Source: an optimization exercise on an open RTL-to-GDS flow (aim: small area, a short achievable clock period and few clock cycles per item). Production flows keep margins and buffers that such runs may drop.
The RTL was checked by simulation tests, not by an equivalence proof against the original design.

### design/flow/flow/run.sh
#!/bin/bash
# The standard ORFS layout (the standard.sh: unchanged synthesis and steps)
# with two knobs the settings list does not offer:
#  - the port buffers that every input and output gets are buf_2 cells.
set -euo pipefail
bash standard.sh SETUP_SLACK_MARGIN=14.45 "BUFFER_PORTS_ARGS=-buffer_cell sky130_fd_sc_hd__buf_2" finish > standard.log 2>&1
### design/flow/standard.sh
#!/bin/bash
# synth_recipe.tcl (not shown) runs the flow's synth.tcl, then flattens the netlist and writes it again
# the make line also repeats each setting of config.mk as NAME=value (left out here)
make -C /OpenROAD-flow-scripts/flow DESIGN_CONFIG=/design/flow/config.mk WORK_HOME=/design/flow/orfs CLKGATE_MAP_FILE= SYNTH_SCRIPT=/design/flow/synth_recipe.tcl "${@:-finish}"
### design/flow/config.mk
export PLATFORM = sky130hd
export DESIGN_NAME = RC6encryption
export DESIGN_NICKNAME = RC6encryption
export VERILOG_FILES = /design/flow/design.v
export SDC_FILE = /design/flow/constraint.sdc
export NUM_CORES = 4
export LEC_CHECK = 0
export CAP_MARGIN = 30
export CORE_MARGIN = 2
export CORE_UTILIZATION = 55
export CTS_CLUSTER_DIAMETER = 60
export CTS_CLUSTER_SIZE = 25
export SLEW_MARGIN = 30
export SYNTH_HIERARCHICAL = 1
### design/flow/constraint.sdc
create_clock -name core_clock -period 20.0 [get_ports {inClk}]
set_input_delay 4.0000 -clock core_clock [delete_from_list [all_inputs] [get_ports {inClk}]]
set_output_delay 4.0000 -clock core_clock [all_outputs]
set_load 0.01 [all_outputs]
### design/flow/design.v
module RC6dynamicRotFun(
    input   wire    [4:0]   inRotValue,
    input   wire    [31:0]  inData,
    output  wire    [31:0]  outData
    );
wire [31:0] r0 = inRotValue[0] ? {inData[30:0], inData[31]} : inData;
wire [31:0] r1 = inRotValue[1] ? {r0[29:0], r0[31:30]} : r0;
wire [31:0] r2 = inRotValue[2] ? {r1[27:0], r1[31:28]} : r1;
wire [31:0] r3 = inRotValue[3] ? {r2[23:0], r2[31:24]} : r2;
assign outData = inRotValue[4] ? {r3[15:0], r3[31:16]} : r3;
endmodule
module RC6keyExpansion #(parameter W = 32) (
    input   wire    [W-1:0]  inA,
    input   wire    [W-1:0]  inB,
    output  wire    [W-1:0]  outSum0,
    output  wire    [W-1:0]  outSum1
    );
wire [W-1:0] p = inA ^ inB;
wire [W-1:0] g0 = inA & inB;
wire [W-1:0] p0 = p;
wire [W-1:0] g1, p1, g2, p2, g3, p3, g4, p4, g5, p5;
genvar i;
generate
    for (i = 0; i < W; i = i + 1) begin : g_ks
        if (i >= 1) begin : g_l1
            assign g1[i] = g0[i] | (p0[i] & g0[i-1]);
            assign p1[i] = p0[i] & p0[i-1];
        end else begin : g_l1n
            assign g1[i] = g0[i];
            assign p1[i] = p0[i];
        end
        if (i >= 2) begin : g_l2
            assign g2[i] = g1[i] | (p1[i] & g1[i-2]);
            assign p2[i] = p1[i] & p1[i-2];
        end else begin : g_l2n
            assign g2[i] = g1[i];
            assign p2[i] = p1[i];
        end
        if (i >= 4) begin : g_l3
            assign g3[i] = g2[i] | (p2[i] & g2[i-4]);
            assign p3[i] = p2[i] & p2[i-4];
        end else begin : g_l3n
            assign g3[i] = g2[i];
            assign p3[i] = p2[i];
        end
        if (i >= 8) begin : g_l4
            assign g4[i] = g3[i] | (p3[i] & g3[i-8]);
            assign p4[i] = p3[i] & p3[i-8];
        end else begin : g_l4n
            assign g4[i] = g3[i];
            assign p4[i] = p3[i];
        end
        if (i >= 16) begin : g_l5
            assign g5[i] = g4[i] | (p4[i] & g4[i-16]);
            assign p5[i] = p4[i] & p4[i-16];
        end else begin : g_l5n
            assign g5[i] = g4[i];
            assign p5[i] = p4[i];
        end
    end
endgenerate
assign outSum0 = p ^ {g5[W-2:0], 1'b0};
assign outSum1 = p ^ {g5[W-2:0] | p5[W-2:0], 1'b1};
endmodule
module RC6keyReg #(parameter W = 29) (
    input   wire    [W-1:0]  inA,
    input   wire    [W-1:0]  inB,
    output  wire             outCarry
    );
wire [W-1:0] g0 = inA & inB;
wire [W-1:0] p0 = inA ^ inB;
wire [W-1:0] g1, p1, g2, p2, g3, p3, g4, p4, g5;
genvar i;
generate
    for (i = 0; i < W; i = i + 1) begin : g_ks
        if (i >= 1) begin : g_l1
            assign g1[i] = g0[i] | (p0[i] & g0[i-1]);
            assign p1[i] = p0[i] & p0[i-1];
        end else begin : g_l1n
            assign g1[i] = g0[i];
            assign p1[i] = p0[i];
        end
        if (i >= 2) begin : g_l2
            assign g2[i] = g1[i] | (p1[i] & g1[i-2]);
            assign p2[i] = p1[i] & p1[i-2];
        end else begin : g_l2n
            assign g2[i] = g1[i];
            assign p2[i] = p1[i];
        end
        if (i >= 4) begin : g_l3
            assign g3[i] = g2[i] | (p2[i] & g2[i-4]);
            assign p3[i] = p2[i] & p2[i-4];
        end else begin : g_l3n
            assign g3[i] = g2[i];
            assign p3[i] = p2[i];
        end
        if (i >= 8) begin : g_l4
            assign g4[i] = g3[i] | (p3[i] & g3[i-8]);
            assign p4[i] = p3[i] & p3[i-8];
        end else begin : g_l4n
            assign g4[i] = g3[i];
            assign p4[i] = p3[i];
        end
        if (i >= 16) begin : g_l5
            assign g5[i] = g4[i] | (p4[i] & g4[i-16]);
        end else begin : g_l5n
            assign g5[i] = g4[i];
        end
    end
endgenerate
assign outCarry = g5[W-1];
endmodule
module RC6control #(parameter W = 1) (
    input   wire            inSel,
    input   wire    [W-1:0] inData0,
    input   wire    [W-1:0] inData1,
    output  wire    [W-1:0] outData
    );
assign outData = inSel ? inData1 : inData0;
endmodule
module RC6round(
    input  wire [31:0] inData,
    output wire [31:0] outData
    );
wire w1 = (inData[11] & inData[12]) ^ (inData[0] & inData[24]);
wire w2 = (inData[11] & inData[12]) & (inData[0] & inData[24]);
wire w3 = (inData[13] & ~inData[12]) ^ (inData[0] & inData[25]) ^ (inData[1] & inData[24]);
wire w4 = ((inData[13] & ~inData[12]) & (inData[0] & inData[25])) | ((inData[13] & ~inData[12]) & (inData[1] & inData[24])) | ((inData[0] & inData[25]) & (inData[1] & inData[24]));
wire w5 = (inData[12] & inData[13]) ^ (inData[0] & inData[26]) ^ (inData[1] & inData[25]);
wire w6 = ((inData[12] & inData[13]) & (inData[0] & inData[26])) | ((inData[12] & inData[13]) & (inData[1] & inData[25])) | ((inData[0] & inData[26]) & (inData[1] & inData[25]));
wire w7 = (inData[2] & inData[24]) ^ (inData[3] & inData[23]);
wire w8 = (inData[2] & inData[24]) & (inData[3] & inData[23]);
wire w9 = (inData[14] & ~inData[13]) ^ (inData[0] & inData[27]) ^ (inData[1] & inData[26]);
wire w10 = ((inData[14] & ~inData[13]) & (inData[0] & inData[27])) | ((inData[14] & ~inData[13]) & (inData[1] & inData[26])) | ((inData[0] & inData[27]) & (inData[1] & inData[26]));
wire w11 = (inData[2] & inData[25]) ^ (inData[3] & inData[24]) ^ (inData[4] & inData[23]);
wire w12 = ((inData[2] & inData[25]) & (inData[3] & inData[24])) | ((inData[2] & inData[25]) & (inData[4] & inData[23])) | ((inData[3] & inData[24]) & (inData[4] & inData[23]));
wire w13 = (inData[13] & inData[14]) ^ (inData[0] & inData[28]) ^ (inData[1] & inData[27]);
wire w14 = ((inData[13] & inData[14]) & (inData[0] & inData[28])) | ((inData[13] & inData[14]) & (inData[1] & inData[27])) | ((inData[0] & inData[28]) & (inData[1] & inData[27]));
wire w15 = (inData[2] & inData[26]) ^ (inData[3] & inData[25]) ^ (inData[4] & inData[24]);
wire w16 = ((inData[2] & inData[26]) & (inData[3] & inData[25])) | ((inData[2] & inData[26]) & (inData[4] & inData[24])) | ((inData[3] & inData[25]) & (inData[4] & inData[24]));
wire w17 = (inData[5] & inData[23]) ^ (inData[6] & inData[22]);
wire w18 = (inData[5] & inData[23]) & (inData[6] & inData[22]);
wire w19 = (inData[15] & ~inData[14]) ^ (inData[0] & inData[29]) ^ (inData[1] & inData[28]);
wire w21 = (inData[2] & inData[27]) ^ (inData[3] & inData[26]) ^ (inData[4] & inData[25]);
wire w23 = (inData[5] & inData[24]) ^ (inData[6] & inData[23]) ^ (inData[7] & inData[22]);
wire w25 = (inData[7] & inData[8]) ^ (inData[0] & inData[16]);
wire w26 = (inData[7] & inData[8]) & (inData[0] & inData[16]);
wire w27 = (inData[9] & ~inData[8]) ^ (inData[0] & inData[17]) ^ (inData[1] & inData[16]);
wire w28 = ((inData[9] & ~inData[8]) & (inData[0] & inData[17])) | ((inData[9] & ~inData[8]) & (inData[1] & inData[16])) | ((inData[0] & inData[17]) & (inData[1] & inData[16]));
wire w29 = (inData[8] & inData[9]) ^ (inData[0] & inData[18]) ^ (inData[1] & inData[17]);
wire w30 = ((inData[8] & inData[9]) & (inData[0] & inData[18])) | ((inData[8] & inData[9]) & (inData[1] & inData[17])) | ((inData[0] & inData[18]) & (inData[1] & inData[17]));
wire w31 = (inData[2] & inData[16]) ^ (inData[3] & inData[15]);
wire w32 = (inData[2] & inData[16]) & (inData[3] & inData[15]);
wire w33 = (inData[10] & ~inData[9]) ^ (inData[0] & inData[19]) ^ (inData[1] & inData[18]);
wire w34 = ((inData[10] & ~inData[9]) & (inData[0] & inData[19])) | ((inData[10] & ~inData[9]) & (inData[1] & inData[18])) | ((inData[0] & inData[19]) & (inData[1] & inData[18]));
wire w35 = (inData[2] & inData[17]) ^ (inData[3] & inData[16]) ^ (inData[4] & inData[15]);
wire w36 = ((inData[2] & inData[17]) & (inData[3] & inData[16])) | ((inData[2] & inData[17]) & (inData[4] & inData[15])) | ((inData[3] & inData[16]) & (inData[4] & inData[15]));
wire w37 = (inData[9] & inData[10]) ^ (inData[0] & inData[20]) ^ (inData[1] & inData[19]);
wire w38 = ((inData[9] & inData[10]) & (inData[0] & inData[20])) | ((inData[9] & inData[10]) & (inData[1] & inData[19])) | ((inData[0] & inData[20]) & (inData[1] & inData[19]));
wire w39 = (inData[2] & inData[18]) ^ (inData[3] & inData[17]) ^ (inData[4] & inData[16]);
wire w40 = ((inData[2] & inData[18]) & (inData[3] & inData[17])) | ((inData[2] & inData[18]) & (inData[4] & inData[16])) | ((inData[3] & inData[17]) & (inData[4] & inData[16]));
wire w41 = (inData[5] & inData[15]) ^ (inData[6] & inData[14]);
wire w42 = (inData[5] & inData[15]) & (inData[6] & inData[14]);
wire w43 = (inData[11] & ~inData[10]) ^ (inData[0] & inData[21]) ^ (inData[1] & inData[20]);
wire w44 = ((inData[11] & ~inData[10]) & (inData[0] & inData[21])) | ((inData[11] & ~inData[10]) & (inData[1] & inData[20])) | ((inData[0] & inData[21]) & (inData[1] & inData[20]));
wire w45 = (inData[2] & inData[19]) ^ (inData[3] & inData[18]) ^ (inData[4] & inData[17]);
wire w46 = ((inData[2] & inData[19]) & (inData[3] & inData[18])) | ((inData[2] & inData[19]) & (inData[4] & inData[17])) | ((inData[3] & inData[18]) & (inData[4] & inData[17]));
wire w47 = (inData[5] & inData[16]) ^ (inData[6] & inData[15]) ^ (inData[7] & inData[14]);
wire w48 = ((inData[5] & inData[16]) & (inData[6] & inData[15])) | ((inData[5] & inData[16]) & (inData[7] & inData[14])) | ((inData[6] & inData[15]) & (inData[7] & inData[14]));
wire w49 = (inData[10] & inData[11]) ^ (inData[0] & inData[22]) ^ (inData[1] & inData[21]);
wire w50 = ((inData[10] & inData[11]) & (inData[0] & inData[22])) | ((inData[10] & inData[11]) & (inData[1] & inData[21])) | ((inData[0] & inData[22]) & (inData[1] & inData[21]));
wire w51 = (inData[2] & inData[20]) ^ (inData[3] & inData[19]) ^ (inData[4] & inData[18]);
wire w52 = ((inData[2] & inData[20]) & (inData[3] & inData[19])) | ((inData[2] & inData[20]) & (inData[4] & inData[18])) | ((inData[3] & inData[19]) & (inData[4] & inData[18]));
wire w53 = (inData[5] & inData[17]) ^ (inData[6] & inData[16]) ^ (inData[7] & inData[15]);
wire w54 = ((inData[5] & inData[17]) & (inData[6] & inData[16])) | ((inData[5] & inData[17]) & (inData[7] & inData[15])) | ((inData[6] & inData[16]) & (inData[7] & inData[15]));
wire w55 = (inData[8] & inData[14]) ^ (inData[9] & inData[13]);
wire w56 = (inData[8] & inData[14]) & (inData[9] & inData[13]);
wire w57 = (inData[12] & ~inData[11]) ^ (inData[0] & inData[23]) ^ (inData[1] & inData[22]);
wire w58 = ((inData[12] & ~inData[11]) & (inData[0] & inData[23])) | ((inData[12] & ~inData[11]) & (inData[1] & inData[22])) | ((inData[0] & inData[23]) & (inData[1] & inData[22]));
wire w59 = (inData[2] & inData[21]) ^ (inData[3] & inData[20]) ^ (inData[4] & inData[19]);
wire w60 = ((inData[2] & inData[21]) & (inData[3] & inData[20])) | ((inData[2] & inData[21]) & (inData[4] & inData[19])) | ((inData[3] & inData[20]) & (inData[4] & inData[19]));
wire w61 = (inData[5] & inData[18]) ^ (inData[6] & inData[17]) ^ (inData[7] & inData[16]);
wire w62 = ((inData[5] & inData[18]) & (inData[6] & inData[17])) | ((inData[5] & inData[18]) & (inData[7] & inData[16])) | ((inData[6] & inData[17]) & (inData[7] & inData[16]));
wire w63 = (inData[8] & inData[15]) ^ (inData[9] & inData[14]) ^ (inData[10] & inData[13]);
wire w64 = ((inData[8] & inData[15]) & (inData[9] & inData[14])) | ((inData[8] & inData[15]) & (inData[10] & inData[13])) | ((inData[9] & inData[14]) & (inData[10] & inData[13]));
wire w65 = (inData[1] & inData[23]) ^ (inData[2] & inData[22]) ^ (inData[3] & inData[21]);
wire w66 = ((inData[1] & inData[23]) & (inData[2] & inData[22])) | ((inData[1] & inData[23]) & (inData[3] & inData[21])) | ((inData[2] & inData[22]) & (inData[3] & inData[21]));
wire w67 = (inData[4] & inData[20]) ^ (inData[5] & inData[19]) ^ (inData[6] & inData[18]);
wire w68 = ((inData[4] & inData[20]) & (inData[5] & inData[19])) | ((inData[4] & inData[20]) & (inData[6] & inData[18])) | ((inData[5] & inData[19]) & (inData[6] & inData[18]));
wire w69 = (inData[7] & inData[17]) ^ (inData[8] & inData[16]) ^ (inData[9] & inData[15]);
wire w70 = ((inData[7] & inData[17]) & (inData[8] & inData[16])) | ((inData[7] & inData[17]) & (inData[9] & inData[15])) | ((inData[8] & inData[16]) & (inData[9] & inData[15]));
wire w71 = (inData[10] & inData[14]) ^ (inData[11] & inData[13]) ^ inData[26];
wire w72 = ((inData[10] & inData[14]) & (inData[11] & inData[13])) | ((inData[10] & inData[14]) & inData[26]) | ((inData[11] & inData[13]) & inData[26]);
wire w73 = (inData[2] & inData[23]) ^ (inData[3] & inData[22]) ^ (inData[4] & inData[21]);
wire w74 = ((inData[2] & inData[23]) & (inData[3] & inData[22])) | ((inData[2] & inData[23]) & (inData[4] & inData[21])) | ((inData[3] & inData[22]) & (inData[4] & inData[21]));
wire w75 = (inData[5] & inData[20]) ^ (inData[6] & inData[19]) ^ (inData[7] & inData[18]);
wire w76 = ((inData[5] & inData[20]) & (inData[6] & inData[19])) | ((inData[5] & inData[20]) & (inData[7] & inData[18])) | ((inData[6] & inData[19]) & (inData[7] & inData[18]));
wire w77 = (inData[8] & inData[17]) ^ (inData[9] & inData[16]) ^ (inData[10] & inData[15]);
wire w78 = ((inData[8] & inData[17]) & (inData[9] & inData[16])) | ((inData[8] & inData[17]) & (inData[10] & inData[15])) | ((inData[9] & inData[16]) & (inData[10] & inData[15]));
wire w79 = (inData[11] & inData[14]) ^ inData[27] ^ w3;
wire w80 = ((inData[11] & inData[14]) & inData[27]) | ((inData[11] & inData[14]) & w3) | (inData[27] & w3);
wire w81 = (inData[4] & inData[22]) ^ (inData[5] & inData[21]) ^ (inData[6] & inData[20]);
wire w82 = ((inData[4] & inData[22]) & (inData[5] & inData[21])) | ((inData[4] & inData[22]) & (inData[6] & inData[20])) | ((inData[5] & inData[21]) & (inData[6] & inData[20]));
wire w83 = (inData[7] & inData[19]) ^ (inData[8] & inData[18]) ^ (inData[9] & inData[17]);
wire w84 = ((inData[7] & inData[19]) & (inData[8] & inData[18])) | ((inData[7] & inData[19]) & (inData[9] & inData[17])) | ((inData[8] & inData[18]) & (inData[9] & inData[17]));
wire w85 = (inData[10] & inData[16]) ^ (inData[11] & inData[15]) ^ (inData[12] & inData[14]);
wire w86 = ((inData[10] & inData[16]) & (inData[11] & inData[15])) | ((inData[10] & inData[16]) & (inData[12] & inData[14])) | ((inData[11] & inData[15]) & (inData[12] & inData[14]));
wire w87 = inData[28] ^ w5 ^ w7;
wire w88 = (inData[28] & w5) | (inData[28] & w7) | (w5 & w7);
wire w89 = (inData[5] & inData[22]) ^ (inData[6] & inData[21]) ^ (inData[7] & inData[20]);
wire w90 = ((inData[5] & inData[22]) & (inData[6] & inData[21])) | ((inData[5] & inData[22]) & (inData[7] & inData[20])) | ((inData[6] & inData[21]) & (inData[7] & inData[20]));
wire w91 = (inData[8] & inData[19]) ^ (inData[9] & inData[18]) ^ (inData[10] & inData[17]);
wire w92 = ((inData[8] & inData[19]) & (inData[9] & inData[18])) | ((inData[8] & inData[19]) & (inData[10] & inData[17])) | ((inData[9] & inData[18]) & (inData[10] & inData[17]));
wire w93 = (inData[11] & inData[16]) ^ (inData[12] & inData[15]) ^ inData[29];
wire w94 = ((inData[11] & inData[16]) & (inData[12] & inData[15])) | ((inData[11] & inData[16]) & inData[29]) | ((inData[12] & inData[15]) & inData[29]);
wire w95 = w9 ^ w11 ^ w6;
wire w96 = (w9 & w11) | (w9 & w6) | (w11 & w6);
wire w97 = (inData[7] & inData[21]) ^ (inData[8] & inData[20]) ^ (inData[9] & inData[19]);
wire w98 = ((inData[7] & inData[21]) & (inData[8] & inData[20])) | ((inData[7] & inData[21]) & (inData[9] & inData[19])) | ((inData[8] & inData[20]) & (inData[9] & inData[19]));
wire w99 = (inData[10] & inData[18]) ^ (inData[11] & inData[17]) ^ (inData[12] & inData[16]);
wire w100 = ((inData[10] & inData[18]) & (inData[11] & inData[17])) | ((inData[10] & inData[18]) & (inData[12] & inData[16])) | ((inData[11] & inData[17]) & (inData[12] & inData[16]));
wire w101 = (inData[13] & inData[15]) ^ inData[30] ^ w13;
wire w102 = ((inData[13] & inData[15]) & inData[30]) | ((inData[13] & inData[15]) & w13) | (inData[30] & w13);
wire w103 = w15 ^ w17 ^ w10;
wire w104 = (w15 & w17) | (w15 & w10) | (w17 & w10);
wire w105 = (inData[8] & inData[21]) ^ (inData[9] & inData[20]) ^ (inData[10] & inData[19]);
wire w107 = (inData[11] & inData[18]) ^ (inData[12] & inData[17]) ^ (inData[13] & inData[16]);
wire w109 = inData[31] ^ w19 ^ w21;
wire w111 = w23 ^ w14 ^ w16;
wire w113 = (inData[4] & inData[5]) ^ (inData[0] & inData[10]);
wire w114 = (inData[4] & inData[5]) & (inData[0] & inData[10]);
wire w115 = (inData[6] & ~inData[5]) ^ (inData[0] & inData[11]) ^ (inData[1] & inData[10]);
wire w116 = ((inData[6] & ~inData[5]) & (inData[0] & inData[11])) | ((inData[6] & ~inData[5]) & (inData[1] & inData[10])) | ((inData[0] & inData[11]) & (inData[1] & inData[10]));
wire w117 = (inData[5] & inData[6]) ^ (inData[0] & inData[12]) ^ (inData[1] & inData[11]);
wire w118 = ((inData[5] & inData[6]) & (inData[0] & inData[12])) | ((inData[5] & inData[6]) & (inData[1] & inData[11])) | ((inData[0] & inData[12]) & (inData[1] & inData[11]));
wire w119 = (inData[2] & inData[10]) ^ (inData[3] & inData[9]);
wire w120 = (inData[2] & inData[10]) & (inData[3] & inData[9]);
wire w121 = (inData[7] & ~inData[6]) ^ (inData[0] & inData[13]) ^ (inData[1] & inData[12]);
wire w122 = ((inData[7] & ~inData[6]) & (inData[0] & inData[13])) | ((inData[7] & ~inData[6]) & (inData[1] & inData[12])) | ((inData[0] & inData[13]) & (inData[1] & inData[12]));
wire w123 = (inData[2] & inData[11]) ^ (inData[3] & inData[10]) ^ (inData[4] & inData[9]);
wire w124 = ((inData[2] & inData[11]) & (inData[3] & inData[10])) | ((inData[2] & inData[11]) & (inData[4] & inData[9])) | ((inData[3] & inData[10]) & (inData[4] & inData[9]));
wire w125 = (inData[6] & inData[7]) ^ (inData[0] & inData[14]) ^ (inData[1] & inData[13]);
wire w126 = ((inData[6] & inData[7]) & (inData[0] & inData[14])) | ((inData[6] & inData[7]) & (inData[1] & inData[13])) | ((inData[0] & inData[14]) & (inData[1] & inData[13]));
wire w127 = (inData[2] & inData[12]) ^ (inData[3] & inData[11]) ^ (inData[4] & inData[10]);
wire w128 = ((inData[2] & inData[12]) & (inData[3] & inData[11])) | ((inData[2] & inData[12]) & (inData[4] & inData[10])) | ((inData[3] & inData[11]) & (inData[4] & inData[10]));
wire w129 = (inData[5] & inData[9]) ^ (inData[6] & inData[8]);
wire w130 = (inData[5] & inData[9]) & (inData[6] & inData[8]);
wire w131 = (inData[8] & ~inData[7]) ^ (inData[0] & inData[15]) ^ (inData[1] & inData[14]);
wire w132 = ((inData[8] & ~inData[7]) & (inData[0] & inData[15])) | ((inData[8] & ~inData[7]) & (inData[1] & inData[14])) | ((inData[0] & inData[15]) & (inData[1] & inData[14]));
wire w133 = (inData[2] & inData[13]) ^ (inData[3] & inData[12]) ^ (inData[4] & inData[11]);
wire w134 = ((inData[2] & inData[13]) & (inData[3] & inData[12])) | ((inData[2] & inData[13]) & (inData[4] & inData[11])) | ((inData[3] & inData[12]) & (inData[4] & inData[11]));
wire w135 = (inData[5] & inData[10]) ^ (inData[6] & inData[9]) ^ inData[17];
wire w136 = ((inData[5] & inData[10]) & (inData[6] & inData[9])) | ((inData[5] & inData[10]) & inData[17]) | ((inData[6] & inData[9]) & inData[17]);
wire w137 = (inData[1] & inData[15]) ^ (inData[2] & inData[14]) ^ (inData[3] & inData[13]);
wire w138 = ((inData[1] & inData[15]) & (inData[2] & inData[14])) | ((inData[1] & inData[15]) & (inData[3] & inData[13])) | ((inData[2] & inData[14]) & (inData[3] & inData[13]));
wire w139 = (inData[4] & inData[12]) ^ (inData[5] & inData[11]) ^ (inData[6] & inData[10]);
wire w140 = ((inData[4] & inData[12]) & (inData[5] & inData[11])) | ((inData[4] & inData[12]) & (inData[6] & inData[10])) | ((inData[5] & inData[11]) & (inData[6] & inData[10]));
wire w141 = (inData[7] & inData[9]) ^ inData[18] ^ w25;
wire w142 = ((inData[7] & inData[9]) & inData[18]) | ((inData[7] & inData[9]) & w25) | (inData[18] & w25);
wire w143 = (inData[2] & inData[15]) ^ (inData[3] & inData[14]) ^ (inData[4] & inData[13]);
wire w144 = ((inData[2] & inData[15]) & (inData[3] & inData[14])) | ((inData[2] & inData[15]) & (inData[4] & inData[13])) | ((inData[3] & inData[14]) & (inData[4] & inData[13]));
wire w145 = (inData[5] & inData[12]) ^ (inData[6] & inData[11]) ^ (inData[7] & inData[10]);
wire w146 = ((inData[5] & inData[12]) & (inData[6] & inData[11])) | ((inData[5] & inData[12]) & (inData[7] & inData[10])) | ((inData[6] & inData[11]) & (inData[7] & inData[10]));
wire w147 = inData[19] ^ w27 ^ w26;
wire w148 = (inData[19] & w27) | (inData[19] & w26) | (w27 & w26);
wire w149 = (inData[4] & inData[14]) ^ (inData[5] & inData[13]) ^ (inData[6] & inData[12]);
wire w150 = ((inData[4] & inData[14]) & (inData[5] & inData[13])) | ((inData[4] & inData[14]) & (inData[6] & inData[12])) | ((inData[5] & inData[13]) & (inData[6] & inData[12]));
wire w151 = (inData[7] & inData[11]) ^ (inData[8] & inData[10]) ^ inData[20];
wire w152 = ((inData[7] & inData[11]) & (inData[8] & inData[10])) | ((inData[7] & inData[11]) & inData[20]) | ((inData[8] & inData[10]) & inData[20]);
wire w153 = w29 ^ w31 ^ w28;
wire w154 = (w29 & w31) | (w29 & w28) | (w31 & w28);
wire w155 = (inData[5] & inData[14]) ^ (inData[6] & inData[13]) ^ (inData[7] & inData[12]);
wire w156 = ((inData[5] & inData[14]) & (inData[6] & inData[13])) | ((inData[5] & inData[14]) & (inData[7] & inData[12])) | ((inData[6] & inData[13]) & (inData[7] & inData[12]));
wire w157 = (inData[8] & inData[11]) ^ inData[21] ^ w33;
wire w158 = ((inData[8] & inData[11]) & inData[21]) | ((inData[8] & inData[11]) & w33) | (inData[21] & w33);
wire w159 = w35 ^ w30 ^ w32;
wire w160 = (w35 & w30) | (w35 & w32) | (w30 & w32);
wire w161 = (inData[7] & inData[13]) ^ (inData[8] & inData[12]) ^ (inData[9] & inData[11]);
wire w162 = ((inData[7] & inData[13]) & (inData[8] & inData[12])) | ((inData[7] & inData[13]) & (inData[9] & inData[11])) | ((inData[8] & inData[12]) & (inData[9] & inData[11]));
wire w163 = inData[22] ^ w37 ^ w39;
wire w164 = (inData[22] & w37) | (inData[22] & w39) | (w37 & w39);
wire w165 = w41 ^ w34 ^ w36;
wire w166 = (w41 & w34) | (w41 & w36) | (w34 & w36);
wire w167 = (inData[8] & inData[13]) ^ (inData[9] & inData[12]) ^ inData[23];
wire w168 = ((inData[8] & inData[13]) & (inData[9] & inData[12])) | ((inData[8] & inData[13]) & inData[23]) | ((inData[9] & inData[12]) & inData[23]);
wire w169 = w43 ^ w45 ^ w47;
wire w170 = (w43 & w45) | (w43 & w47) | (w45 & w47);
wire w171 = w38 ^ w40 ^ w42;
wire w172 = (w38 & w40) | (w38 & w42) | (w40 & w42);
wire w173 = (inData[10] & inData[12]) ^ inData[24] ^ w49;
wire w174 = ((inData[10] & inData[12]) & inData[24]) | ((inData[10] & inData[12]) & w49) | (inData[24] & w49);
wire w175 = w51 ^ w53 ^ w55;
wire w176 = (w51 & w53) | (w51 & w55) | (w53 & w55);
wire w177 = w44 ^ w46 ^ w48;
wire w178 = (w44 & w46) | (w44 & w48) | (w46 & w48);
wire w179 = inData[25] ^ w57 ^ w59;
wire w180 = (inData[25] & w57) | (inData[25] & w59) | (w57 & w59);
wire w181 = w61 ^ w63 ^ w50;
wire w182 = (w61 & w63) | (w61 & w50) | (w63 & w50);
wire w183 = w52 ^ w54 ^ w56;
wire w184 = (w52 & w54) | (w52 & w56) | (w54 & w56);
wire w185 = w1 ^ w65 ^ w67;
wire w186 = (w1 & w65) | (w1 & w67) | (w65 & w67);
wire w187 = w69 ^ w71 ^ w58;
wire w188 = (w69 & w71) | (w69 & w58) | (w71 & w58);
wire w189 = w60 ^ w62 ^ w64;
wire w190 = (w60 & w62) | (w60 & w64) | (w62 & w64);
wire w191 = w2 ^ w73 ^ w75;
wire w192 = (w2 & w73) | (w2 & w75) | (w73 & w75);
wire w193 = w77 ^ w79 ^ w66;
wire w194 = (w77 & w79) | (w77 & w66) | (w79 & w66);
wire w195 = w68 ^ w70 ^ w72;
wire w196 = (w68 & w70) | (w68 & w72) | (w70 & w72);
wire w197 = w4 ^ w81 ^ w83;
wire w198 = (w4 & w81) | (w4 & w83) | (w81 & w83);
wire w199 = w85 ^ w87 ^ w74;
wire w200 = (w85 & w87) | (w85 & w74) | (w87 & w74);
wire w201 = w76 ^ w78 ^ w80;
wire w202 = (w76 & w78) | (w76 & w80) | (w78 & w80);
wire w203 = w8 ^ w89 ^ w91;
wire w204 = (w8 & w89) | (w8 & w91) | (w89 & w91);
wire w205 = w93 ^ w95 ^ w82;
wire w206 = (w93 & w95) | (w93 & w82) | (w95 & w82);
wire w207 = w84 ^ w86 ^ w88;
wire w208 = (w84 & w86) | (w84 & w88) | (w86 & w88);
wire w209 = w12 ^ w97 ^ w99;
wire w210 = (w12 & w97) | (w12 & w99) | (w97 & w99);
wire w211 = w101 ^ w103 ^ w90;
wire w212 = (w101 & w103) | (w101 & w90) | (w103 & w90);
wire w213 = w92 ^ w94 ^ w96;
wire w214 = (w92 & w94) | (w92 & w96) | (w94 & w96);
wire w215 = w18 ^ w105 ^ w107;
wire w217 = w109 ^ w111 ^ w98;
wire w219 = w100 ^ w102 ^ w104;
wire w221 = (inData[2] & inData[3]) ^ (inData[0] & inData[6]);
wire w222 = (inData[2] & inData[3]) & (inData[0] & inData[6]);
wire w223 = (inData[4] & ~inData[3]) ^ (inData[0] & inData[7]) ^ (inData[1] & inData[6]);
wire w224 = ((inData[4] & ~inData[3]) & (inData[0] & inData[7])) | ((inData[4] & ~inData[3]) & (inData[1] & inData[6])) | ((inData[0] & inData[7]) & (inData[1] & inData[6]));
wire w225 = (inData[3] & inData[4]) ^ (inData[0] & inData[8]) ^ (inData[1] & inData[7]);
wire w226 = ((inData[3] & inData[4]) & (inData[0] & inData[8])) | ((inData[3] & inData[4]) & (inData[1] & inData[7])) | ((inData[0] & inData[8]) & (inData[1] & inData[7]));
wire w227 = (inData[2] & inData[6]) ^ (inData[3] & inData[5]);
wire w228 = (inData[2] & inData[6]) & (inData[3] & inData[5]);
wire w229 = (inData[5] & ~inData[4]) ^ (inData[0] & inData[9]) ^ (inData[1] & inData[8]);
wire w230 = ((inData[5] & ~inData[4]) & (inData[0] & inData[9])) | ((inData[5] & ~inData[4]) & (inData[1] & inData[8])) | ((inData[0] & inData[9]) & (inData[1] & inData[8]));
wire w231 = (inData[2] & inData[7]) ^ (inData[3] & inData[6]) ^ inData[11];
wire w232 = ((inData[2] & inData[7]) & (inData[3] & inData[6])) | ((inData[2] & inData[7]) & inData[11]) | ((inData[3] & inData[6]) & inData[11]);
wire w233 = (inData[1] & inData[9]) ^ (inData[2] & inData[8]) ^ (inData[3] & inData[7]);
wire w234 = ((inData[1] & inData[9]) & (inData[2] & inData[8])) | ((inData[1] & inData[9]) & (inData[3] & inData[7])) | ((inData[2] & inData[8]) & (inData[3] & inData[7]));
wire w235 = (inData[4] & inData[6]) ^ inData[12] ^ w113;
wire w236 = ((inData[4] & inData[6]) & inData[12]) | ((inData[4] & inData[6]) & w113) | (inData[12] & w113);
wire w237 = (inData[2] & inData[9]) ^ (inData[3] & inData[8]) ^ (inData[4] & inData[7]);
wire w238 = ((inData[2] & inData[9]) & (inData[3] & inData[8])) | ((inData[2] & inData[9]) & (inData[4] & inData[7])) | ((inData[3] & inData[8]) & (inData[4] & inData[7]));
wire w239 = inData[13] ^ w115 ^ w114;
wire w240 = (inData[13] & w115) | (inData[13] & w114) | (w115 & w114);
wire w241 = (inData[4] & inData[8]) ^ (inData[5] & inData[7]) ^ inData[14];
wire w242 = ((inData[4] & inData[8]) & (inData[5] & inData[7])) | ((inData[4] & inData[8]) & inData[14]) | ((inData[5] & inData[7]) & inData[14]);
wire w243 = w117 ^ w119 ^ w116;
wire w244 = (w117 & w119) | (w117 & w116) | (w119 & w116);
wire w245 = (inData[5] & inData[8]) ^ inData[15] ^ w121;
wire w246 = ((inData[5] & inData[8]) & inData[15]) | ((inData[5] & inData[8]) & w121) | (inData[15] & w121);
wire w247 = w123 ^ w118 ^ w120;
wire w248 = (w123 & w118) | (w123 & w120) | (w118 & w120);
wire w249 = inData[16] ^ w125 ^ w127;
wire w250 = (inData[16] & w125) | (inData[16] & w127) | (w125 & w127);
wire w251 = w129 ^ w122 ^ w124;
wire w252 = (w129 & w122) | (w129 & w124) | (w122 & w124);
wire w253 = w131 ^ w133 ^ w135;
wire w254 = (w131 & w133) | (w131 & w135) | (w133 & w135);
wire w255 = w126 ^ w128 ^ w130;
wire w256 = (w126 & w128) | (w126 & w130) | (w128 & w130);
wire w257 = w137 ^ w139 ^ w141;
wire w258 = (w137 & w139) | (w137 & w141) | (w139 & w141);
wire w259 = w132 ^ w134 ^ w136;
wire w260 = (w132 & w134) | (w132 & w136) | (w134 & w136);
wire w261 = w143 ^ w145 ^ w147;
wire w262 = (w143 & w145) | (w143 & w147) | (w145 & w147);
wire w263 = w138 ^ w140 ^ w142;
wire w264 = (w138 & w140) | (w138 & w142) | (w140 & w142);
wire w265 = w149 ^ w151 ^ w153;
wire w266 = (w149 & w151) | (w149 & w153) | (w151 & w153);
wire w267 = w144 ^ w146 ^ w148;
wire w268 = (w144 & w146) | (w144 & w148) | (w146 & w148);
wire w269 = w155 ^ w157 ^ w159;
wire w270 = (w155 & w157) | (w155 & w159) | (w157 & w159);
wire w271 = w150 ^ w152 ^ w154;
wire w272 = (w150 & w152) | (w150 & w154) | (w152 & w154);
wire w273 = w161 ^ w163 ^ w165;
wire w274 = (w161 & w163) | (w161 & w165) | (w163 & w165);
wire w275 = w156 ^ w158 ^ w160;
wire w276 = (w156 & w158) | (w156 & w160) | (w158 & w160);
wire w277 = w167 ^ w169 ^ w171;
wire w278 = (w167 & w169) | (w167 & w171) | (w169 & w171);
wire w279 = w162 ^ w164 ^ w166;
wire w280 = (w162 & w164) | (w162 & w166) | (w164 & w166);
wire w281 = w173 ^ w175 ^ w177;
wire w282 = (w173 & w175) | (w173 & w177) | (w175 & w177);
wire w283 = w168 ^ w170 ^ w172;
wire w284 = (w168 & w170) | (w168 & w172) | (w170 & w172);
wire w285 = w179 ^ w181 ^ w183;
wire w286 = (w179 & w181) | (w179 & w183) | (w181 & w183);
wire w287 = w174 ^ w176 ^ w178;
wire w288 = (w174 & w176) | (w174 & w178) | (w176 & w178);
wire w289 = w185 ^ w187 ^ w189;
wire w290 = (w185 & w187) | (w185 & w189) | (w187 & w189);
wire w291 = w180 ^ w182 ^ w184;
wire w292 = (w180 & w182) | (w180 & w184) | (w182 & w184);
wire w293 = w191 ^ w193 ^ w195;
wire w294 = (w191 & w193) | (w191 & w195) | (w193 & w195);
wire w295 = w186 ^ w188 ^ w190;
wire w296 = (w186 & w188) | (w186 & w190) | (w188 & w190);
wire w297 = w197 ^ w199 ^ w201;
wire w298 = (w197 & w199) | (w197 & w201) | (w199 & w201);
wire w299 = w192 ^ w194 ^ w196;
wire w300 = (w192 & w194) | (w192 & w196) | (w194 & w196);
wire w301 = w203 ^ w205 ^ w207;
wire w302 = (w203 & w205) | (w203 & w207) | (w205 & w207);
wire w303 = w198 ^ w200 ^ w202;
wire w304 = (w198 & w200) | (w198 & w202) | (w200 & w202);
wire w305 = w209 ^ w211 ^ w213;
wire w306 = (w209 & w211) | (w209 & w213) | (w211 & w213);
wire w307 = w204 ^ w206 ^ w208;
wire w308 = (w204 & w206) | (w204 & w208) | (w206 & w208);
wire w309 = w215 ^ w217 ^ w219;
wire w311 = w210 ^ w212 ^ w214;
wire w313 = (inData[1] & inData[2]) ^ (inData[0] & inData[4]);
wire w314 = (inData[1] & inData[2]) & (inData[0] & inData[4]);
wire w315 = (inData[3] & ~inData[2]) ^ (inData[0] & inData[5]) ^ (inData[1] & inData[4]);
wire w316 = ((inData[3] & ~inData[2]) & (inData[0] & inData[5])) | ((inData[3] & ~inData[2]) & (inData[1] & inData[4])) | ((inData[0] & inData[5]) & (inData[1] & inData[4]));
wire w317 = (inData[1] & inData[5]) ^ (inData[2] & inData[4]) ^ inData[8];
wire w318 = ((inData[1] & inData[5]) & (inData[2] & inData[4])) | ((inData[1] & inData[5]) & inData[8]) | ((inData[2] & inData[4]) & inData[8]);
wire w319 = (inData[2] & inData[5]) ^ inData[9] ^ w223;
wire w320 = ((inData[2] & inData[5]) & inData[9]) | ((inData[2] & inData[5]) & w223) | (inData[9] & w223);
wire w321 = inData[10] ^ w225 ^ w227;
wire w322 = (inData[10] & w225) | (inData[10] & w227) | (w225 & w227);
wire w323 = w229 ^ w231 ^ w226;
wire w324 = (w229 & w231) | (w229 & w226) | (w231 & w226);
wire w325 = w233 ^ w235 ^ w230;
wire w326 = (w233 & w235) | (w233 & w230) | (w235 & w230);
wire w327 = w237 ^ w239 ^ w234;
wire w328 = (w237 & w239) | (w237 & w234) | (w239 & w234);
wire w329 = w241 ^ w243 ^ w238;
wire w330 = (w241 & w243) | (w241 & w238) | (w243 & w238);
wire w331 = w245 ^ w247 ^ w242;
wire w332 = (w245 & w247) | (w245 & w242) | (w247 & w242);
wire w333 = w249 ^ w251 ^ w246;
wire w334 = (w249 & w251) | (w249 & w246) | (w251 & w246);
wire w335 = w253 ^ w255 ^ w250;
wire w336 = (w253 & w255) | (w253 & w250) | (w255 & w250);
wire w337 = w257 ^ w259 ^ w254;
wire w338 = (w257 & w259) | (w257 & w254) | (w259 & w254);
wire w339 = w261 ^ w263 ^ w258;
wire w340 = (w261 & w263) | (w261 & w258) | (w263 & w258);
wire w341 = w265 ^ w267 ^ w262;
wire w342 = (w265 & w267) | (w265 & w262) | (w267 & w262);
wire w343 = w269 ^ w271 ^ w266;
wire w344 = (w269 & w271) | (w269 & w266) | (w271 & w266);
wire w345 = w273 ^ w275 ^ w270;
wire w346 = (w273 & w275) | (w273 & w270) | (w275 & w270);
wire w347 = w277 ^ w279 ^ w274;
wire w348 = (w277 & w279) | (w277 & w274) | (w279 & w274);
wire w349 = w281 ^ w283 ^ w278;
wire w350 = (w281 & w283) | (w281 & w278) | (w283 & w278);
wire w351 = w285 ^ w287 ^ w282;
wire w352 = (w285 & w287) | (w285 & w282) | (w287 & w282);
wire w353 = w289 ^ w291 ^ w286;
wire w354 = (w289 & w291) | (w289 & w286) | (w291 & w286);
wire w355 = w293 ^ w295 ^ w290;
wire w356 = (w293 & w295) | (w293 & w290) | (w295 & w290);
wire w357 = w297 ^ w299 ^ w294;
wire w358 = (w297 & w299) | (w297 & w294) | (w299 & w294);
wire w359 = w301 ^ w303 ^ w298;
wire w360 = (w301 & w303) | (w301 & w298) | (w303 & w298);
wire w361 = w305 ^ w307 ^ w302;
wire w362 = (w305 & w307) | (w305 & w302) | (w307 & w302);
wire w363 = w309 ^ w311 ^ w306;
wire w365 = (inData[0] & inData[1]) ^ (inData[0] & inData[2]);
wire w366 = (inData[0] & inData[1]) & (inData[0] & inData[2]);
wire w367 = (inData[2] & ~inData[1]) ^ (inData[0] & inData[3]) ^ inData[5];
wire w368 = ((inData[2] & ~inData[1]) & (inData[0] & inData[3])) | ((inData[2] & ~inData[1]) & inData[5]) | ((inData[0] & inData[3]) & inData[5]);
wire w369 = (inData[1] & inData[3]) ^ inData[6] ^ w313;
wire w370 = ((inData[1] & inData[3]) & inData[6]) | ((inData[1] & inData[3]) & w313) | (inData[6] & w313);
wire w371 = inData[7] ^ w315 ^ w314;
wire w372 = (inData[7] & w315) | (inData[7] & w314) | (w315 & w314);
wire w373 = w221 ^ w317 ^ w316;
wire w374 = (w221 & w317) | (w221 & w316) | (w317 & w316);
wire w375 = w222 ^ w319 ^ w318;
wire w376 = (w222 & w319) | (w222 & w318) | (w319 & w318);
wire w377 = w224 ^ w321 ^ w320;
wire w378 = (w224 & w321) | (w224 & w320) | (w321 & w320);
wire w379 = w228 ^ w323 ^ w322;
wire w380 = (w228 & w323) | (w228 & w322) | (w323 & w322);
wire w381 = w232 ^ w325 ^ w324;
wire w382 = (w232 & w325) | (w232 & w324) | (w325 & w324);
wire w383 = w236 ^ w327 ^ w326;
wire w384 = (w236 & w327) | (w236 & w326) | (w327 & w326);
wire w385 = w240 ^ w329 ^ w328;
wire w386 = (w240 & w329) | (w240 & w328) | (w329 & w328);
wire w387 = w244 ^ w331 ^ w330;
wire w388 = (w244 & w331) | (w244 & w330) | (w331 & w330);
wire w389 = w248 ^ w333 ^ w332;
wire w390 = (w248 & w333) | (w248 & w332) | (w333 & w332);
wire w391 = w252 ^ w335 ^ w334;
wire w392 = (w252 & w335) | (w252 & w334) | (w335 & w334);
wire w393 = w256 ^ w337 ^ w336;
wire w394 = (w256 & w337) | (w256 & w336) | (w337 & w336);
wire w395 = w260 ^ w339 ^ w338;
wire w396 = (w260 & w339) | (w260 & w338) | (w339 & w338);
wire w397 = w264 ^ w341 ^ w340;
wire w398 = (w264 & w341) | (w264 & w340) | (w341 & w340);
wire w399 = w268 ^ w343 ^ w342;
wire w400 = (w268 & w343) | (w268 & w342) | (w343 & w342);
wire w401 = w272 ^ w345 ^ w344;
wire w402 = (w272 & w345) | (w272 & w344) | (w345 & w344);
wire w403 = w276 ^ w347 ^ w346;
wire w404 = (w276 & w347) | (w276 & w346) | (w347 & w346);
wire w405 = w280 ^ w349 ^ w348;
wire w406 = (w280 & w349) | (w280 & w348) | (w349 & w348);
wire w407 = w284 ^ w351 ^ w350;
wire w408 = (w284 & w351) | (w284 & w350) | (w351 & w350);
wire w409 = w288 ^ w353 ^ w352;
wire w410 = (w288 & w353) | (w288 & w352) | (w353 & w352);
wire w411 = w292 ^ w355 ^ w354;
wire w412 = (w292 & w355) | (w292 & w354) | (w355 & w354);
wire w413 = w296 ^ w357 ^ w356;
wire w414 = (w296 & w357) | (w296 & w356) | (w357 & w356);
wire w415 = w300 ^ w359 ^ w358;
wire w416 = (w300 & w359) | (w300 & w358) | (w359 & w358);
wire w417 = w304 ^ w361 ^ w360;
wire w418 = (w304 & w361) | (w304 & w360) | (w361 & w360);
wire w419 = w308 ^ w363 ^ w362;
wire [31:0] ra = {w419 , w417 , w415 , w413 , w411 , w409 , w407 , w405 , w403 , w401 , w399 , w397 , w395 , w393 , w391 , w389 , w387 , w385 , w383 , w381 , w379 , w377 , w375 , w373 , w371 , w369 , w367 , inData[4] , (inData[1] & ~inData[0]) , inData[2] , inData[0] , inData[0]};
wire [31:0] rb = {w418 , w416 , w414 , w412 , w410 , w408 , w406 , w404 , w402 , w400 , w398 , w396 , w394 , w392 , w390 , w388 , w386 , w384 , w382 , w380 , w378 , w376 , w374 , w372 , w370 , w368 , w366 , w365 , inData[3] , 1'b0 , inData[1] , 1'b0};
wire [31:0] sum = ra + rb;
assign outData = {sum[26:0], sum[31:27]};
endmodule
module RC6encryption(
	input		wire			  	inClk,
	input		wire				inReset,
	input		wire				inKeyWr,
	input		wire				inDataWr,
	input 	wire 	[127:0] 	inData,
	input		wire	[255:0] 	inKey,
	output 	wire 	[127:0] 	outData,
	output	wire				outBusy
	);
localparam [31:0] P32 = 32'hB7E15163;
localparam [31:0] Q32 = 32'h9E3779B9;
function [31:0] bswap(input [31:0] x);
	bswap = {x[7:0], x[15:8], x[23:16], x[31:24]};
endfunction
function [31:0] rotl3(input [31:0] x);
	rotl3 = {x[28:0], x[31:29]};
endfunction
reg			busy;
reg	[7:0]	cnt;
reg			pass1n;		 
reg			stepY;		 
reg			pre;		 
reg			post;		 
reg			noTU;		 
reg			zS;			 
wire		last = (cnt == 8'd131);
wire	[7:0]	cntn = cnt + 8'd1;
wire		run = busy && !inReset && !last;	 
wire		start = !busy && inKeyWr && inDataWr && !inReset;
always @(posedge inClk) begin
	if (inReset)
		busy <= 1'b0;
	else if (!busy)
		busy <= inKeyWr & inDataWr;
	else if (last)
		busy <= 1'b0;
	cnt		<= run ? cntn : 8'd0;
	pass1n	<= run ? (cntn < 8'd43) : 1'b1;
	stepY	<= run && (((cntn >= 8'd90) && !cntn[0]) || (cntn == 8'd131));
	pre		<= run && (cntn == 8'd90);
	post	<= run && (cntn == 8'd131);
	noTU	<= run && ((cntn == 8'd90) || (cntn == 8'd131));
	zS		<= run && ((cntn == 8'd88) || (cntn == 8'd129));
end
assign outBusy = busy;
reg	[31:0]	d0, d1, d2, d3;	 
reg	[31:0]	sr [0:42];	 
reg	[31:0]	lr [0:7];	 
reg	[31:0]	pc;			 
reg	[31:0]	SA;			 
reg	[31:0]	Br;			 
wire	[31:0]	x = SA;
wire	[31:0]	y = Br;
wire	[31:0]	L = lr[0];
wire	[28:0]	lo = x[28:0] + y[28:0];
wire			c29;
RC6keyReg #(.W(29)) _c29(.inA(x[28:0]), .inB(y[28:0]), .outCarry(c29));
wire	[2:0]		hi0 = x[31:29] + y[31:29];
wire	[2:0]		hi1 = hi0 + 3'd1;
wire	[3:0]		w = {1'b0, L[2:0]} + {1'b0, y[2:0]};
wire	[3:0]		wl0 = {1'b0, w[2:0]} + {1'b0, hi0};
wire	[3:0]		wl1 = {1'b0, w[2:0]} + {1'b0, hi1};
wire	[3:0]		wl;
RC6control #(.W(4)) _mwl(.inSel(c29), .inData0(wl0), .inData1(wl1), .outData(wl));
wire	[28:0]	b1 = L[31:3], b2 = y[31:3], b3 = x[28:0], b4 = y[28:0];
wire	[28:0]	bh = b1 ^ b2 ^ b3;
wire	[28:0]	bk = {((b1[27:0] & b2[27:0]) | (b1[27:0] & b3[27:0]) | (b2[27:0] & b3[27:0])), w[3]};
wire	[28:0]	bu = bh ^ bk ^ b4;
wire	[28:0]	bv = {((bh[27:0] & bk[27:0]) | (bh[27:0] & b4[27:0]) | (bk[27:0] & b4[27:0])), 1'b0};
wire	[28:0]	bs0, bs1;
RC6keyExpansion #(.W(29)) _addB(.inA(bu), .inB(bv), .outSum0(bs0), .outSum1(bs1));
wire	[28:0]	bs;
RC6control #(.W(29)) _mbs(.inSel(wl[3]), .inData0(bs0), .inData1(bs1), .outData(bs));
wire	[31:0]	s2 = {bs, wl[2:0]};
wire	[4:0]		rk0 = {lo[1:0], hi0} + y[4:0];
wire	[4:0]		rk1 = {lo[1:0], hi1} + y[4:0];
wire	[4:0]		rk;
RC6control #(.W(5)) _mrk(.inSel(c29), .inData0(rk0), .inData1(rk1), .outData(rk));
wire	[31:0]	Bn;
RC6dynamicRotFun _rotB(.inRotValue(rk), .inData(s2), .outData(Bn));
wire	[31:0]	Snext = pass1n ? pc : (post ? d2 : sr[0]);
wire	[3:0]		ql0 = {1'b0, Snext[2:0]} + {1'b0, hi0};
wire	[3:0]		ql1 = {1'b0, Snext[2:0]} + {1'b0, hi1};
wire	[3:0]		ql;
RC6control #(.W(4)) _mql(.inSel(c29), .inData0(ql0), .inData1(ql1), .outData(ql));
wire	[28:0]	q1 = Snext[31:3], q2 = x[28:0], q3 = y[28:0];
wire	[28:0]	qh = q1 ^ q2 ^ q3;
wire	[28:0]	qk = {((q1[27:0] & q2[27:0]) | (q1[27:0] & q3[27:0]) | (q2[27:0] & q3[27:0])), 1'b0};
wire	[28:0]	qs0, qs1;
RC6keyExpansion #(.W(29)) _addA(.inA(qh), .inB(qk), .outSum0(qs0), .outSum1(qs1));
wire	[28:0]	qs;
RC6control #(.W(29)) _mqs(.inSel(ql[3]), .inData0(qs0), .inData1(qs1), .outData(qs));
wire	[31:0]	SAn = {qs, ql[2:0]};
wire	[31:0]	An = {lo[28:0], c29 ? hi1 : hi0};
integer n;
always @(posedge inClk) begin
	for (n = 0; n < 42; n = n + 1)
		sr[n] <= sr[n + 1];
	sr[42] <= An;
	for (n = 0; n < 7; n = n + 1)
		lr[n] <= busy ? lr[n + 1] : bswap(inKey[255 - 32 * n -: 32]);
	lr[7] <= busy ? Bn : bswap(inKey[31:0]);
	pc <= busy ? pc + Q32 : P32 + Q32;
	SA <= busy ? SAn : P32;
	Br <= busy ? Bn : 32'd0;
end
reg	[31:0]	d1s, d3s;			 
reg	[31:0]	T, U;
wire	[31:0]	ft, fu;
RC6round _fB(.inData(d1s), .outData(ft));
RC6round _fD(.inData(d3s), .outData(fu));
wire	[31:0]	K0 = noTU ? sr[42] : sr[41];
wire	[31:0]	K2 = pre ? sr[41] : sr[42];
wire	[31:0]	r0, r2;
RC6dynamicRotFun _rot0(.inRotValue(U[4:0]), .inData(d0 ^ T), .outData(r0));
RC6dynamicRotFun _rot2(.inRotValue(T[4:0]), .inData(d2 ^ U), .outData(r2));
wire	[31:0]	a0 = r0 + K0;
wire	[31:0]	a2 = r2 + K2;
always @(posedge inClk) begin
	T <= ft;
	U <= fu;
	d1s <= zS ? 32'd0 : a2;
	d3s <= zS ? 32'd0 : a0;
	if (start) begin
		d0 <= inData[31:0];
		d1 <= inData[127:96];
		d2 <= inData[95:64];
		d3 <= inData[63:32];
	end else if (stepY) begin
		d0 <= d1;
		d1 <= post ? SAn : a2;
		d2 <= d3;
		d3 <= a0;
	end
end
assign outData = {bswap(d3), bswap(d0), bswap(d1), bswap(d2)};
endmodule
==> results.toml, run 1 <==
[placement]
port_buffers = 516
place_congestion = 0.956
dpl.hpwl_um = 171000

[timing]
fin_crit_ps = 5560
finalClockSkew_ps = 114
final_max_slew_viol_count = 0
setup_tns_ps = 0
fin_crit_sh_pct = 27.8
hold_viol_final = 0
slew_headroom_pct = 35.0
rsz0062_at_grt = "yes"
worst_pin_slew_ps = 976
fmax_mhz = 180
setup_viol = 0

[job]
cap_violations = 0

[logic_synthesis]
synth_top_area_share_pct = 44.5
synth.cells.most_frequent = "1871 x dfxtp_1, 659 x nand2_1, 469 x mux2_2"
synth_warnings = 9
yosys.area.top_type = "dfxtp_1"
postSynthCellCount = 7025
synth_area_leaders = "dfxtp_1 44%, fa_1 11%, mux2_2 6.3%"
synth.most_common_cell = "dfxtp_1"
yosysSeqAreaShare_pct = 49.1
synth_edf_count = 128
ys.flop_type = "dfxtp_1"
syn-cell-area_mm2 = 0.0842
yosys_register_bits = 1999
synth-async-reset-ratio_pct = 0
synth_cell_types = 104
avgSynthCellArea_um2 = 12.0

[cells_and_area]
drive_gt1_share_pct = 22.4
fin_util_pct = 61.6
reg.largest.list = "sr x1376, lr x256"
largest_register_ffs = 1376
syn_to_final_growth_pct = 11.2
top_register = "sr"
nNetsFinal = 8628

[setup_path]
startpoint_type = "flop"
critPathBufInv = 1
critPathKind = "reg2out"
path_cells = "buf_2"
crit_path_end_kind = "primary output"
worstPathMaxFanout = 2
slowest_stage = "edfxtp_1"
worstPathArrival_ps = 1560
crit_family = "flip-flops"
critPathRequiredTime_ps = 16000
cpPeakStageDelay_ps = 550

[min_path]
min_path_type = "reg2reg"

[clock_tree]
clk_pin_slew_ps = 90
clk_latency_ps = 820
cts_tree = "done"
cts_buffers = 120
cts_sinks = 1999
ctsLongestPathBuffers = 3
h-tree-depth = 3
cts_hold_buffers = 0
ctsRootBufferMaster = "clkbuf_16"

[floorplan]
start_util_pct = 55.4
die_h_um = 395
core_region_area_mm2 = 0.152
dieArea_mm2 = 0.156
die_w_um = 395
rows = 143
ios = 517

[route]
drc = 0
wire_per_inst_um = 23.5
drt_iter0_drc = 4069
drt-pass1-iter-count = 5
vias_per_cell = 5.53
ant_nets = 0
via_count = 53000
wl_um = 225000

[global_route]
antenna_found_initial = 17
grt_pass1_wl_um = 335000
grt-ovfl-total = 0
first_global_vias = 52800
grt_max_degree = 100
grt.total_usage_pct = 28.6

[status]
status = "complete, no violations"
-- logic make-up (layout without fill, tap and decap cells) --
kind of cell             after synthesis  in the layout  synth area share [%]
flip-flops                          1999           1999                  49.1
XOR/XNOR                             411            411                  4.28
AO/OA/AOI/OAI                        883            883                  6.85
other                                  1              7               0.00445
multiplexers                         723            723                  12.3
AND/OR/NAND/NOR                     1494           1495                  8.40
buffers and inverters                757           1278                  3.75
adder cells (fa/ha/maj)              757            757                  15.4
-- area by class of cell --
type,instances,area [um^2]
multi-input combinational,4273,40000
clock inverter,61,1040
inverter,446,1690
clock buffer,128,3080
fill,12300,58300
timing repair buffer,643,3830
antenna,3,7.51
tap,2030,2540
sequential,1999,41400
-- through the flow --
stage          cells  instance area (um^2)  hold slack [ps]  worst slack, ps
2_1_floorplan   7028                 84200              310            14330
3_5_place_dp    9311                 88300              312            13420
3_3_place_gp    9311                 88300              310            13430
5_1_grt         9581                 93600              243            14330
4_1_cts         9558                 93000              228            14390
6_report        9583                 93600              243            14440
-- metal layers --
layer,vias up,GRT usage (%),wire length [um]
met3,384,4.87,16100
met2,2001,45.9,103000
li1,24400,-,-
met4,10,9.60,9070
met1,26200,39.3,96500
met5,-,0,69
-- Yosys stat by module, one instance, submodules excluded, a selection --
module / cells inside / area (um^2)
RC6encryption: 4114 / 57100
RC6round: 874 / 7500
RC6dynamicRotFun: 116 / 1950
-- layout by cell type (no fill, tap or decap), types with 17 or more instances in the layout --
cell type / synthesis / final
o211ai_1: 26 / 26
clkbuf_16: 0 / 124
o21ai_0: 203 / 198
mux2_2: 469 / 466
inv_1: 444 / 440
nand3_1: 55 / 55
nor2b_1: 41 / 41
fa_1: 461 / 461
edfxtp_1: 128 / 128
a211oi_1: 22 / 22
and2_1: 259 / 259
a21o_1: 104 / 104
o21ai_1: 37 / 38
ha_1: 296 / 286
mux4_2: 183 / 183
a21oi_1: 262 / 259
nor3_1: 41 / 41
and3_1: 21 / 21
xnor2_1: 216 / 210
xor2_1: 195 / 191
dfxtp_1: 1871 / 1815
nand2_1: 659 / 659
a31oi_1: 24 / 24
dfxtp_2: 0 / 43
buf_2: 39 / 515
nand4_1: 39 / 39
mux2i_1: 41 / 40
nor2_1: 248 / 245
mux2_4: 20 / 23
o21a_1: 26 / 26
buf_4: 10 / 92
buf_6: 24 / 17
o21bai_1: 27 / 27
nand2b_1: 56 / 55
-- final timing paths --
path	startpoint	end	slack (ps)	depth (start not counted)
worst max-delay path	d0[6]	outData[94]	14440	1
worst min-delay path	sr[40][19]	sr[39][19]	240	0
worst max register to register	d2[2]	d1[24]	14540	16
worst min register to register	sr[40][19]	sr[39][19]	240	0
-- timing repair --
action / in CTS / in global routing
buffers inserted: 57 / 19
resized for setup: 45 / 113
cloned: 1 / 3
pin swaps: 1 / 5
setup endpoints to repair: 207 / 107
Testbench counts, summed over its fixed seeds: cycles 42,560, items 320.
==> run 2: changes to the inputs <==
--- a/design/flow/config.mk
+++ b/design/flow/config.mk
@@ -6,9 +6,9 @@
 export NUM_CORES = 4
 export LEC_CHECK = 0
-export CAP_MARGIN = 30
+export CAP_MARGIN = 20
 export CORE_MARGIN = 2
 export CORE_UTILIZATION = 55
 export CTS_CLUSTER_DIAMETER = 60
 export CTS_CLUSTER_SIZE = 25
-export SLEW_MARGIN = 30
+export SLEW_MARGIN = 20
 export SYNTH_HIERARCHICAL = 1
==> results.toml, run 2 <==
[clock_tree]
ctsRootBufferMaster = "clkbuf_16"
cts_hold_buffers = 0
clk_pin_slew_ps = 90
h-tree-depth = 4
cts_buffers = 130
cts_tree = "done"
ctsLongestPathBuffers = 3
cts_sinks = 1999
clk_latency_ps = 820

[global_route]
grt_pass1_wl_um = 333000
first_global_vias = 52600
grt.total_usage_pct = 28.5
grt-ovfl-total = 0
antenna_found_initial = 6
grt_max_degree = 100

[logic_synthesis]
muxShareOfSynthArea_pct = 12.3
synth_cell_types = 104
synth_area_leaders = "dfxtp_1 44%, fa_1 11%, mux2_2 6.3%"
yosys.area_share.adder_pct = 15.4
synth_top_area_share_pct = 44.5
synth_compound_area_share_pct = 6.85
yosys.area.top_type = "dfxtp_1"
synth-async-reset-ratio_pct = 0
synth_warnings = 9
yosys.area_share.simple_pct = 8.40
synthXorXnorAreaFrac_pct = 4.28
synth_top_family_by_area = "adder cells"
synth.most_common_cell = "dfxtp_1"
syn-cell-area_mm2 = 0.0842
synth_edf_count = 128
ys.flop_type = "dfxtp_1"
postSynthCellCount = 7025
yosysSeqAreaShare_pct = 49.1
yosys_register_bits = 1999
avgSynthCellArea_um2 = 12.0
synth.cells.most_frequent = "1871 x dfxtp_1, 659 x nand2_1, 469 x mux2_2"

[setup_path]
r2r_setup_slack_ps = 14520
startpoint_type = "flop"
worstPathMaxFanout = 2
slowest_stage = "edfxtp_1"
cp_num_cells = 1
setup.worst_path.start = "d0[6]"
reg2regPathDepth = 16
rr_endpoint = "d1[24]"
reg2reg_from = "d2[3]"
crit_family = "flip-flops"
critPathRequiredTime_ps = 16000
crit_path_end = "outData[94]"
worstPathArrival_ps = 1570
cpPeakStageDelay_ps = 560
critPathKind = "reg2out"
path_cells = "buf_2"
crit_path_end_kind = "primary output"
critPathBufInv = 1

[min_path]
min_path_type = "reg2reg"

[cells_and_area]
drive_gt1_share_pct = 22.4
syn_to_final_growth_pct = 11.7
fill_cells = 12300
final_cell_mix = "1813 x dfxtp_1, 659 x nand2_1, 511 x buf_2"
fin_util_pct = 61.9
mostFrequentLayoutCell = "dfxtp_1"
finish.instance_area_mm2 = 0.0941
nNetsFinal = 8628
top_register = "sr"
largest_register_ffs = 1376
reg.largest.list = "sr x1376, lr x256"

[floorplan]
die_w_um = 395
die_h_um = 395
rows = 143
ios = 517
core_region_area_mm2 = 0.152
start_util_pct = 55.4
dieArea_mm2 = 0.156

[route]
wl_um = 225000
ant_nets = 0
drt-pass1-iter-count = 6
drt_iter0_drc = 4332
drc = 0
wire_per_inst_um = 23.5
via_count = 53000
vias_per_cell = 5.53

[placement]
placed_area_mm2 = 0.0883
dpl.hpwl_um = 171000
port_buffers = 516
place_congestion = 0.956

[timing]
slew_headroom_pct = 32.8
rsz0062_at_grt = "yes"
fin_crit_ps = 5570
worst_pin_slew_ps = 1010
fmax_mhz = 180
finalClockSkew_ps = 61.8
hold_viol_final = 0
setup_tns_ps = 0
setup_viol = 0
fin_crit_sh_pct = 27.8
final_max_slew_viol_count = 0

[status]
status = "complete, no violations"

[job]
cap_violations = 0
[run 2: cell count changes in the layout (fill, tap and decap cells not counted), sizes merged]
cell and change:
buf -11, clkbuf +11, inv -4, clkinv +12, diode -2, nand2b -1, bufinv +3
[run 2: final cells by class]
cell class | count | area [um^2] | share of cell area, %
sequential | 1999 | 41400 | 44.0
multi-input combinational | 4272 | 40000 | 42.5
timing repair buffer | 634 | 3790 | 4.03
clock buffer | 137 | 3320 | 3.53
tap | 2030 | 2540 | 2.70
inverter | 446 | 1700 | 1.80
clock inverter | 72 | 1290 | 1.37
antenna | 1 | 2.50 | 0.00266
[run 2: cells by family after synthesis]
group | count (synthesis)
xor+xnor | 411
compound gates | 883
simple gates | 1494
fa+ha+maj | 757
flops | 1999
mux | 723
other cells | 1
buf+inv | 757
[run 2: worst min path at each step]
stage,cells after the start,endpoint,slack (ps),from
3_5_place_dp,0,sr[0][2],310,sr[1][2]
5_1_grt,0,sr[2][6],320,sr[3][6]
6_report,0,sr[36][18],310,sr[37][18]
2_1_floorplan,0,sr[0][0],310,sr[1][0]
4_1_cts,0,sr[36][18],310,sr[37][18]
3_3_place_gp,0,sr[0][9],310,sr[1][9]
[run 2: routing by layer]
| metal | track usage, % | wire length, um |
|---|---|---|
| met3 | 4.93 | 15700 |
| met5 | 0 | 27 |
| met4 | 11.0 | 9810 |
| met1 | 39.3 | 97400 |
| met2 | 45.0 | 102000 |
[run 2: repair_timing]
item	4_1_cts	5_1_grt
gates resized for setup	56	112
gates cloned	0	4
pin swaps	1	9
setup buffers	49	17
setup endpoints to repair	210	112
[run 2: through the flow]
| stage | std cells | hold slack [ps] | worst slack (ps) |
|---|---|---|---|
| 2_1_floorplan | 7028 | 310 | 14330 |
| 3_3_place_gp | 9311 | 310 | 13430 |
| 3_5_place_dp | 9311 | 312 | 13430 |
| 4_1_cts | 9569 | 313 | 14390 |
| 5_1_grt | 9590 | 316 | 14380 |
| 6_report | 9591 | 311 | 14430 |
[run 2: Yosys stat by module, one instance, submodules excluded, a selection]
module	flip-flops and latches	area, um^2	cells	copies in the design
RC6round	0	7500	874	2
RC6encryption	1999	57100	4114	1
RC6dynamicRotFun	0	1950	116	3

re-timing with driven ports:
The flow's constraints put no driver on any port. The routed layouts listed below were extracted and timed again, unchanged, in two steps.
Step 1 (the two cells are an assumption about what drives the block):
set clk [get_ports {inClk}]
set_driving_cell -lib_cell sky130_fd_sc_hd__clkbuf_16 $clk
set_driving_cell -lib_cell sky130_fd_sc_hd__buf_2 [delete_from_list [all_inputs] $clk]
Step 2 also shifts input and output timing later by t, the mid clock arrival at the registers, as if the neighbouring blocks saw the same clock.
Three values: ideal ports, drivers, drivers and shift; two values: the first two.
run	t, ns	setup slack, ns	worst setup path after step 2
run 1	0.844	14.436 / 14.353 / 13.742	input to register
run 2	0.867	14.434 / 14.353 / 13.726	input to register
After both steps every run listed still meets setup and hold. The setup slack of run 2, which loses most, moves by -0.081 ns with the drivers and by -0.708 ns with both steps.
